This design comes from an exercise in tuning for small area, a short achievable clock period and few clock cycles on the open sky130 flow, not from production work.
RTL that was checked went through simulation tests only; none was proved equivalent to the original.
Power and IR drop assume default switching activity.

## ddr_rw
module ddr_rw
(
   input               c3_clk0,
   input               c3_rst0,                
   input               pic_store_done,         
   output reg          lbp_finish,             
   output reg          c3_p0_cmd_en,
   output reg [2:0]    c3_p0_cmd_instr,
   output reg [5:0]    c3_p0_cmd_bl,
   output reg [29:0]   c3_p0_cmd_byte_addr,
   input               c3_p0_cmd_full,
   output reg          c3_p0_wr_en,
   output reg [15:0]   c3_p0_wr_mask,
   output reg [127:0]  c3_p0_wr_data,
   input               c3_p0_wr_full,
   output reg          c3_p0_rd_en,
   input  [127:0]      c3_p0_rd_data,
   input               c3_p0_rd_empty
);
For scale: ~500 flip-flops, about 320 I/O pins.
==> flow/config.mk <==
export PLATFORM = sky130hd
export DESIGN_NAME = ddr_rw
export DESIGN_NICKNAME = ddr_rw
export VERILOG_FILES = /design/flow/design.v
export SDC_FILE = /design/flow/constraint.sdc
export NUM_CORES = 4
export LEC_CHECK = 0
export CAP_MARGIN = 20
export CORE_MARGIN = 2
export CORE_UTILIZATION = 60
export PLACE_DENSITY = 0.7
export SETUP_SLACK_MARGIN = 4.5
export SLEW_MARGIN = 20
==> flow/constraint.sdc <==
create_clock -name core_clock -period 8.0 [get_ports {c3_clk0}]
set_input_delay 1.6000 -clock core_clock [delete_from_list [all_inputs] [get_ports {c3_clk0}]]
set_output_delay 1.6000 -clock core_clock [all_outputs]
set_load 0.01 [all_outputs]
run.sh (not shown) runs the stock make flow with config.mk's settings and CLKGATE_MAP_FILE= SYNTH_SCRIPT=/design/flow/synth_recipe.tcl, a recipe that flattens the netlist after the stock synthesis.
The first run went through all stages and came out clean.
Edit:
==> flow/flow/run.sh (new file) <==
#!/bin/bash
# Layout flow: the standard ORFS layout (standard.sh, unchanged synthesis),
# with the input and output port buffers inserted before global placement made
# of sky130_fd_sc_hd__buf_1 cells instead of the resizer's default choice.
# Every port still gets its own buffer; later repair may resize them.
set -euo pipefail
export BUFFER_PORTS_ARGS="-buffer_cell sky130_fd_sc_hd__buf_1"
bash standard.sh finish > standard_flow.log 2>&1
==> flow/standard.sh (new file) <==
#!/bin/bash
# synth_recipe.tcl (not shown) runs the flow's synth.tcl, then flattens the netlist and writes it again
# the make line also repeats each setting of config.mk as NAME=value (left out here)
make -C /OpenROAD-flow-scripts/flow DESIGN_CONFIG=/design/flow/config.mk WORK_HOME=/design/flow/orfs CLKGATE_MAP_FILE= SYNTH_SCRIPT=/design/flow/synth_recipe.tcl "${@:-finish}"
- SETUP_SLACK_MARGIN: 4.5 -> 5
removed: flow/run.sh
After rerunning:
- The new run produced a clean layout
- wire length drops by 2.0%
- maximum frequency climbs by 11%
- combinational power drops by 19%
- critical path depth drops by 1
- design area drops by 6.0%
- final cell count barely changes
- synthesized cell count is unchanged
- clock-buffer cell count climbs by 7
No run of this note included a check of the RTL's function; only the layout flow was run.

* * *

## run A
The RTL this note starts from:
==> flow/design.v <==
`timescale 1ns / 1ps
module ddr_rw
(
   input               c3_clk0,
   input               c3_rst0,                
   input               pic_store_done,         
   output reg          lbp_finish,             
   output reg          c3_p0_cmd_en,
   output reg [2:0]    c3_p0_cmd_instr,
   output reg [5:0]    c3_p0_cmd_bl,
   output reg [29:0]   c3_p0_cmd_byte_addr,
   input               c3_p0_cmd_full,
   output reg          c3_p0_wr_en,
   output reg [15:0]   c3_p0_wr_mask,
   output reg [127:0]  c3_p0_wr_data,
   input               c3_p0_wr_full,
   output reg          c3_p0_rd_en,
   input  [127:0]      c3_p0_rd_data,
   input               c3_p0_rd_empty
);
function [12:0] hp;
   input [15:0] p;
   hp = {p[15:12], p[10:6], p[4:1]};
endfunction
function [15:0] add2;
   input [12:0] x;
   input [12:0] y;
   add2 = {{1'b0, x[12:9]} + {1'b0, y[12:9]},
           {1'b0, x[8:4]}  + {1'b0, y[8:4]},
           {1'b0, x[3:0]}  + {1'b0, y[3:0]}};
endfunction
function [15:0] add4;
   input [12:0] a;
   input [12:0] b;
   input [12:0] c;
   input [12:0] d;
   add4 = {{2'b0, a[12:10]} + {2'b0, b[12:10]} + {2'b0, c[12:10]} + {2'b0, d[12:10]},
           {2'b0, a[8:5]}   + {2'b0, b[8:5]}   + {2'b0, c[8:5]}   + {2'b0, d[8:5]},
           {2'b0, a[3:1]}   + {2'b0, b[3:1]}   + {2'b0, c[3:1]}   + {2'b0, d[3:1]}};
endfunction
localparam PH_O0 = 3'd0,    
           PH_LD = 3'd1,    
           PH_O1 = 3'd2,    
           PH_X1 = 3'd3,    
           PH_EW = 3'd4,    
           PH_E0 = 3'd5,    
           PH_E1 = 3'd6;    
reg        run;
reg [2:0]  ph;
reg [3:0]  dj;
reg [6:0]  dr;
reg        ddone;
reg [1:0]  pc;
reg [4:0]  rj;         
reg [6:0]  rr;
reg        rdone;
reg [6:0]  ocnt;       
reg [3:0]  wj;
reg [8:0]  wrow;       
reg        clast;      
reg [63:0] pa;         
reg [63:0] tw;         
reg [51:0] pb;         
reg [12:0] p8;         
wire [15:0] hd [0:7];
genvar g;
generate for (g = 0; g < 8; g = g + 1) begin : hdsplit
   assign hd[g] = c3_p0_rd_data[127-16*g -: 16];
end endgenerate
reg         hsel;      
reg         esel;      
reg  [64:0] xw;
reg  [64:0] yq;
wire [12:0] xh [0:4];
wire [12:0] yh [0:4];
wire [15:0] xf [0:3];
generate for (g = 0; g < 5; g = g + 1) begin : win
   assign xh[g] = xw[64-13*g -: 13];
   assign yh[g] = yq[64-13*g -: 13];
end endgenerate
generate for (g = 0; g < 4; g = g + 1) begin : pass
   assign xf[g] = hsel ? tw[63-16*g -: 16] : pa[63-16*g -: 16];
end endgenerate
wire [127:0] word;
generate for (g = 0; g < 4; g = g + 1) begin : slot
   wire [15:0] a = add2(xh[g], esel ? xh[g+1] : yh[g]);
   wire [15:0] c = add4(xh[g], xh[g+1], yh[g], yh[g+1]);
   assign word[127-32*g -: 32] = esel ? {xf[g], a} : {a, c};
end endgenerate
wire [64:0] xn = (ph == PH_O1 || ph == PH_E0) ? {pb, p8}
                : {hp(pa[63:48]), hp(pa[47:32]), hp(pa[31:16]), hp(pa[15:0]), hp(tw[63:48])};
wire [64:0] yn = (ph == PH_O1) ? {hp(tw[63:48]), hp(tw[47:32]), hp(tw[31:16]), hp(tw[15:0]), hp(hd[0])}
                : {hp(hd[0]), hp(hd[1]), hp(hd[2]), hp(hd[3]), hp(hd[4])};
wire hv  = !c3_p0_rd_empty && !c3_p0_rd_en;         
wire cr  = !pc[1] && !c3_p0_wr_full;                
wire act = run && !ddone;
reg [2:0] ph_n;
always @* begin
   ph_n = ph;
   if (act)
      case (ph)
         PH_O0: if (hv && (dr == 7'd0 || cr)) ph_n = PH_LD;
         PH_LD: ph_n = PH_O1;
         PH_O1: if (hv) ph_n = PH_X1;
         PH_X1: ph_n = (dr == 7'd127) ? PH_O0 : (cr ? PH_E0 : PH_EW);
         PH_EW: if (cr) ph_n = PH_E0;
         PH_E0: ph_n = PH_E1;
         default: ph_n = (hv && cr) ? PH_LD : PH_O0;
      endcase
end
wire grp_done = act && ((ph == PH_X1 && dr != 7'd0) || ph == PH_E1);
wire can    = run && !lbp_finish && !c3_p0_cmd_en;
wire want_w = (pc != 2'd0);
wire want_r = !rdone && (ocnt <= 7'd62);
wire sel_r  = can && want_r && (!want_w || ocnt < 7'd32);
wire sel_w  = can && want_w && !sel_r;
wire pushed_r = c3_p0_cmd_en && c3_p0_cmd_instr[0];
wire pushed_w = c3_p0_cmd_en && !c3_p0_cmd_instr[0];
always @(posedge c3_clk0) begin
   if (c3_rst0) begin
      run <= 1'b0;
      lbp_finish <= 1'b0;
      ph <= PH_O0;
      hsel <= 1'b0;
      esel <= 1'b0;
      dj <= 4'd0;
      dr <= 7'd0;
      ddone <= 1'b0;
      pc <= 2'd0;
      rj <= 5'd1;
      rr <= 7'd0;
      rdone <= 1'b0;
      ocnt <= 7'd0;
      wj <= 4'd0;
      wrow <= 9'd130;
      c3_p0_cmd_en <= 1'b0;
      c3_p0_wr_en <= 1'b0;
      c3_p0_rd_en <= 1'b0;
   end else begin
      run <= pic_store_done;
      if (pushed_w && clast)
         lbp_finish <= 1'b1;
      c3_p0_cmd_en <= (sel_r || sel_w) && !c3_p0_cmd_full;
      if (pushed_r) begin
         rr <= rr + 7'd1;
         if (rr == 7'd127) begin
            rj <= rj + 5'd1;
            if (rj == 5'd16)
               rdone <= 1'b1;
         end
      end
      if (pushed_w) begin
         if (wrow == 9'd383) begin
            wrow <= 9'd130;
            wj <= wj + 4'd1;
         end else
            wrow <= wrow + 9'd1;
      end
      ocnt <= ocnt - {6'd0, c3_p0_rd_en} + (pushed_r ? {5'd0, c3_p0_cmd_bl[0] ? 2'd2 : 2'd1} : 7'd0);
      pc <= pc + {1'b0, grp_done} - {1'b0, pushed_w};
      hsel <= (ph_n == PH_X1) || (ph_n == PH_E1);
      esel <= (ph_n == PH_E0) || (ph_n == PH_E1);
      c3_p0_wr_en <= 1'b0;
      c3_p0_rd_en <= 1'b0;
      if (act) begin
         ph <= ph_n;
         case (ph)
            PH_O0: c3_p0_rd_en <= (ph_n == PH_LD) && (dj != 4'd15);
            PH_LD: c3_p0_wr_en <= (dr != 7'd0);
            PH_O1: c3_p0_rd_en <= (ph_n == PH_X1);
            PH_X1: begin
               c3_p0_wr_en <= (dr != 7'd0);
               if (dr == 7'd127) begin
                  dr <= 7'd0;
                  dj <= dj + 4'd1;
                  if (dj == 4'd15)
                     ddone <= 1'b1;
               end
            end
            PH_EW: ;
            PH_E0: c3_p0_wr_en <= 1'b1;
            default: begin
               c3_p0_wr_en <= 1'b1;
               c3_p0_rd_en <= (ph_n == PH_LD) && (dj != 4'd15);
               dr <= dr + 7'd1;
            end
         endcase
      end
   end
end
always @(posedge c3_clk0) begin
   c3_p0_cmd_instr <= sel_r ? 3'b001 : 3'b010;
   c3_p0_cmd_bl <= {5'd0, !(sel_r && rj[4])};
   if (sel_r)
      c3_p0_cmd_byte_addr <= {10'd0, 2'd0, rr, 2'd0, rj, 4'd0};
   else
      c3_p0_cmd_byte_addr <= {10'd0, wrow, 1'b0, wj[3], !wj[3], wj[2:0], 1'b1, 4'd0};
   clast <= (wj == 4'd15) && (wrow == 9'd383);
   c3_p0_wr_mask <= 16'd0;
   c3_p0_wr_data <= word;
   xw <= xn;
   yq <= yn;
   if (ph == PH_LD) begin
      pa <= c3_p0_rd_data[127:64];
      tw <= c3_p0_rd_data[63:0];
   end
   if (ph == PH_X1) begin
      p8 <= hp(hd[0]);
      pb <= {hp(tw[63:48]), hp(tw[47:32]), hp(tw[31:16]), hp(tw[15:0])};
   end
end
endmodule
export LEC_CHECK = 0
export ABC_AREA = 1
export CAP_MARGIN = 20
export CORE_MARGIN = 2
export CORE_UTILIZATION = 60
export PLACE_DENSITY = 0.7
export SETUP_SLACK_MARGIN = 5
export SLEW_MARGIN = 20
create_clock -name core_clock -period 8.0 [get_ports {c3_clk0}]
standard.sh (not shown) runs the stock make flow with config.mk's settings and CLKGATE_MAP_FILE= SYNTH_SCRIPT=/design/flow/synth_recipe.tcl, a recipe that flattens the netlist after the stock synthesis.
==> flow/flow/run.sh <==
#!/bin/bash
# Layout flow: the standard ORFS layout (standard.sh, unchanged synthesis),
# with two changes to how the layout is made:
#  - the input and output port buffers inserted before global placement are
#    sky130_fd_sc_hd__buf_1 cells instead of the resizer's default choice
#    (every port still gets its own buffer; later repair may resize them);
#  - clock tree synthesis clusters up to 16 sinks per leaf buffer and
#    inserts no dummy loads.
set -euo pipefail
export BUFFER_PORTS_ARGS="-buffer_cell sky130_fd_sc_hd__buf_1"
export CTS_ARGS="-sink_clustering_enable -repair_clock_nets -sink_clustering_size 16 -sink_clustering_max_diameter 50 -buf_list {sky130_fd_sc_hd__clkbuf_8} -dont_use_dummy_load"
bash standard.sh SETUP_SLACK_MARGIN=5.55 finish > standard_flow.log 2>&1
Testbench counts of run A, summed over its fixed seeds: cycles 79,446.
Relative to run A, the following input files were edited for run B:
diff --git a/flow/flow/run.sh b/flow/flow/run.sh
--- a/flow/flow/run.sh
+++ b/flow/flow/run.sh
@@ -11,2 +11,2 @@
-export CTS_ARGS="-sink_clustering_enable -repair_clock_nets -sink_clustering_size 16 -sink_clustering_max_diameter 50 -buf_list {sky130_fd_sc_hd__clkbuf_8} -dont_use_dummy_load"
-bash standard.sh SETUP_SLACK_MARGIN=5.55 finish > standard_flow.log 2>&1
+export CTS_ARGS="-sink_clustering_enable -repair_clock_nets -sink_clustering_size 16 -sink_clustering_max_diameter 50 -root_buf sky130_fd_sc_hd__clkbuf_16 -buf_list {sky130_fd_sc_hd__clkbuf_8} -dont_use_dummy_load"
+bash standard.sh SETUP_SLACK_MARGIN=5.25 RECOVER_POWER=100 finish > standard_flow.log 2>&1
==> run summary <==
- Status for run A and run B: clean finish in run A only
- Overall track demand over capacity in global routing ends up higher on run A.
- Worst hold slack in run B is 0.0075 ns above run A.
- Number of setup buffers added after CTS delta for run B relative to run A: 13 lower
- Run A reports its slowest cell on the critical path as sky130_fd_sc_hd__dfxtp_2 while run B reports sky130_fd_sc_hd__clkinvlp_2.
- Run B ends up with lower count of vias placed by the detailed router than run A does.
- The run showing the smaller power is run B.
[inputs] run C vs run B
diff --git a/flow/flow/run.sh b/flow/flow/run.sh
--- a/flow/flow/run.sh
+++ b/flow/flow/run.sh
@@ -12 +12 @@
-bash standard.sh SETUP_SLACK_MARGIN=5.25 RECOVER_POWER=100 finish > standard_flow.log 2>&1
+bash standard.sh SETUP_SLACK_MARGIN=5.35 finish > standard_flow.log 2>&1
Notes after the runs:
- Run C went all the way through synthesis, placement and routing and the layout is clean on timing, DRC and antenna.
- Est. power | run C vs run B | run C higher
- Wire length of the first global-routing pass (lower): run B
- In the reports for run C and run B, the larger final critical-path setup slack belongs to run C.
- Delta (run C minus run B): portion of the clock cycle consumed by the worst path in the final layout shrank by 28 points; number of vias in the routed layout essentially unchanged; number of non-clock inverters in the layout +1; area added between synthesis and finish rose 3.2 points.

* * *

RTL: the design.v shown in full above, as it stands there.
Settings: LEC_CHECK=0, ABC_AREA=1, CAP_MARGIN=20, CORE_MARGIN=2, CORE_UTILIZATION=70, PLACE_DENSITY=0.8, SETUP_SLACK_MARGIN=5, SLEW_MARGIN=20; clock period 8.0 ns.
==> flow/flow/run.sh <==
#!/bin/bash
# Layout flow: the standard ORFS layout (standard.sh, unchanged synthesis),
# with two changes to how the layout is made:
#  - the input and output port buffers inserted before global placement are
#    sky130_fd_sc_hd__buf_1 cells instead of the resizer's default choice
#    (every port still gets its own buffer; later repair may resize them);
#  - clock tree synthesis clusters up to 16 sinks per leaf buffer and
#    inserts no dummy loads.
set -euo pipefail
export BUFFER_PORTS_ARGS="-buffer_cell sky130_fd_sc_hd__buf_1"
export CTS_ARGS="-sink_clustering_enable -repair_clock_nets -sink_clustering_size 16 -sink_clustering_max_diameter 50 -root_buf sky130_fd_sc_hd__clkbuf_16 -buf_list {sky130_fd_sc_hd__clkbuf_8} -dont_use_dummy_load"
bash standard.sh SETUP_SLACK_MARGIN=5.25 finish > standard_flow.log 2>&1
The starting point passed the timing, DRC and antenna checks.
Testbench counts at the start, summed over its fixed seeds: cycles 79,446.
==> next run, changes <==
--- a/flow/config.mk
+++ b/flow/config.mk
@@ -9,6 +9,6 @@
 export CAP_MARGIN = 20
 export CORE_MARGIN = 2
-export CORE_UTILIZATION = 70
-export PLACE_DENSITY = 0.8
+export CORE_UTILIZATION = 60
+export PLACE_DENSITY = 0.7
 export SETUP_SLACK_MARGIN = 5
 export SLEW_MARGIN = 20
Result: Non-clock buffer count increases by 1; routed wire length decreases by 0.45%; register-to-register slack improves by 0.03 ns; cell count increases by 2.2%; hold slack degrades by 0.0035 ns; area after synthesis is unchanged; sequential cell count does not change; via count decreases by 3.2%.
==> next run, changes <==
==> flow/flow/run.sh (replaced) <==
#!/bin/bash
# Layout flow: the standard ORFS layout (standard.sh, with the standard
# synthesis unchanged), with these changes to how the layout is made:
#  - the input and output port buffers inserted before global placement are
#    sky130_fd_sc_hd__buf_1 cells instead of the resizer's default choice
#    (every port still gets its own buffer; later repair may resize them);
#  - clock tree synthesis clusters up to 16 sinks per leaf buffer
#    (clkbuf_8 leaves, clkbuf_16 root) and inserts no dummy loads;
#  - the resizer's setup repair aims for 5.25 ns of slack at the design's
#    8 ns clock (the clock and its constraints are unchanged).
# The ORFS logs are under orfs/logs; standard.sh's own output goes to
# standard_flow.log.
set -euo pipefail
export BUFFER_PORTS_ARGS="-buffer_cell sky130_fd_sc_hd__buf_1"
export CTS_ARGS="-sink_clustering_enable -repair_clock_nets -sink_clustering_size 16 -sink_clustering_max_diameter 50 -root_buf sky130_fd_sc_hd__clkbuf_16 -buf_list {sky130_fd_sc_hd__clkbuf_8} -dont_use_dummy_load"
bash standard.sh SETUP_SLACK_MARGIN=5.25 finish > standard_flow.log 2>&1
--- a/flow/config.mk
+++ b/flow/config.mk
@@ -10,4 +10,5 @@
 export CORE_MARGIN = 2
 export CORE_UTILIZATION = 60
+export GPL_TIMING_DRIVEN = 0
 export PLACE_DENSITY = 0.7
 export SETUP_SLACK_MARGIN = 5
Effect: The changed run completed with no timing, DRC or antenna violations. Wire length grows by 19%. Sequential share of layout area came out lower by 1.3 points. Via count goes up by 7.8%. Worst setup slack degrades by 0.0050 ns. Non-clock buffer count rises by 117. Cell count went up by 3.8%.
==> next run, changes <==
--- a/flow/config.mk
+++ b/flow/config.mk
@@ -10,6 +10,5 @@
 export CORE_MARGIN = 2
 export CORE_UTILIZATION = 60
-export GPL_TIMING_DRIVEN = 0
-export PLACE_DENSITY = 0.7
+export PLACE_DENSITY = 0.55
 export SETUP_SLACK_MARGIN = 5
 export SLEW_MARGIN = 20
Outcome: The changed run passed the timing, DRC and antenna checks. Worst setup slack is better by 0.0072 ns. First-iteration DRC count goes down by 30%. Count of clock-buffer cells in the layout goes up by 1. Total power goes down by 0.76%. Flip-flop and latch count is unchanged. Final area goes down by 2.5%. Non-clock buffer count goes down by 122. Routed wire length goes down by 17%.

what the ideal ports hide:
Ports are ideal in the flow. The routed layouts listed here were re-timed in OpenROAD. Step 1: set_driving_cell puts a clkbuf_16 on c3_clk0 and a buf_2 on each other input, an assumption about the parent block. Step 2, shift: input delay + t, output delay - t, t = (earliest + latest rising clock arrival at the registers) / 2. This alone moves slack from input paths to output paths. Slacks: ideal ports / drivers / drivers and shift; pairs: ideal ports / drivers.
run | t, ns | slack for setup (ns) | worst setup path at the end | latest minus earliest clock arrival (ns)
the first run of note 1 | 0.645 | 4.705 / 4.705 / 4.138 | input to register | 0.010 / 0.010
the second run of note 1 | 0.645 | 5.030 / 5.037 / 4.420 | input to register | 0.023 / 0.023
run A | 0.681 | 5.251 / 5.200 / 5.065 | input to register | 0.085 / 0.084
run B | 0.588 | 3.094 / 3.094 / 3.094 | register to register | 0.048 / 0.048
run C | 0.597 | 5.354 / 5.295 / 4.946 | input to register | 0.072 / 0.072
the first run of note 3 | 0.575 | 5.269 / 5.213 / 4.901 | input to register | 0.056 / 0.056
the second run of note 3 | 0.587 | 5.282 / 5.227 / 4.963 | input to register | 0.045 / 0.044
the third run of note 3 | 0.601 | 5.277 / 5.237 / 5.035 | input to register | 0.078 / 0.077
the fourth run of note 3 | 0.601 | 5.284 / 5.227 / 4.947 | input to register | 0.076 / 0.076
The setup slack of the second run of note 1, which loses most, moves by +0.007 ns with the drivers and by -0.610 ns with both steps.
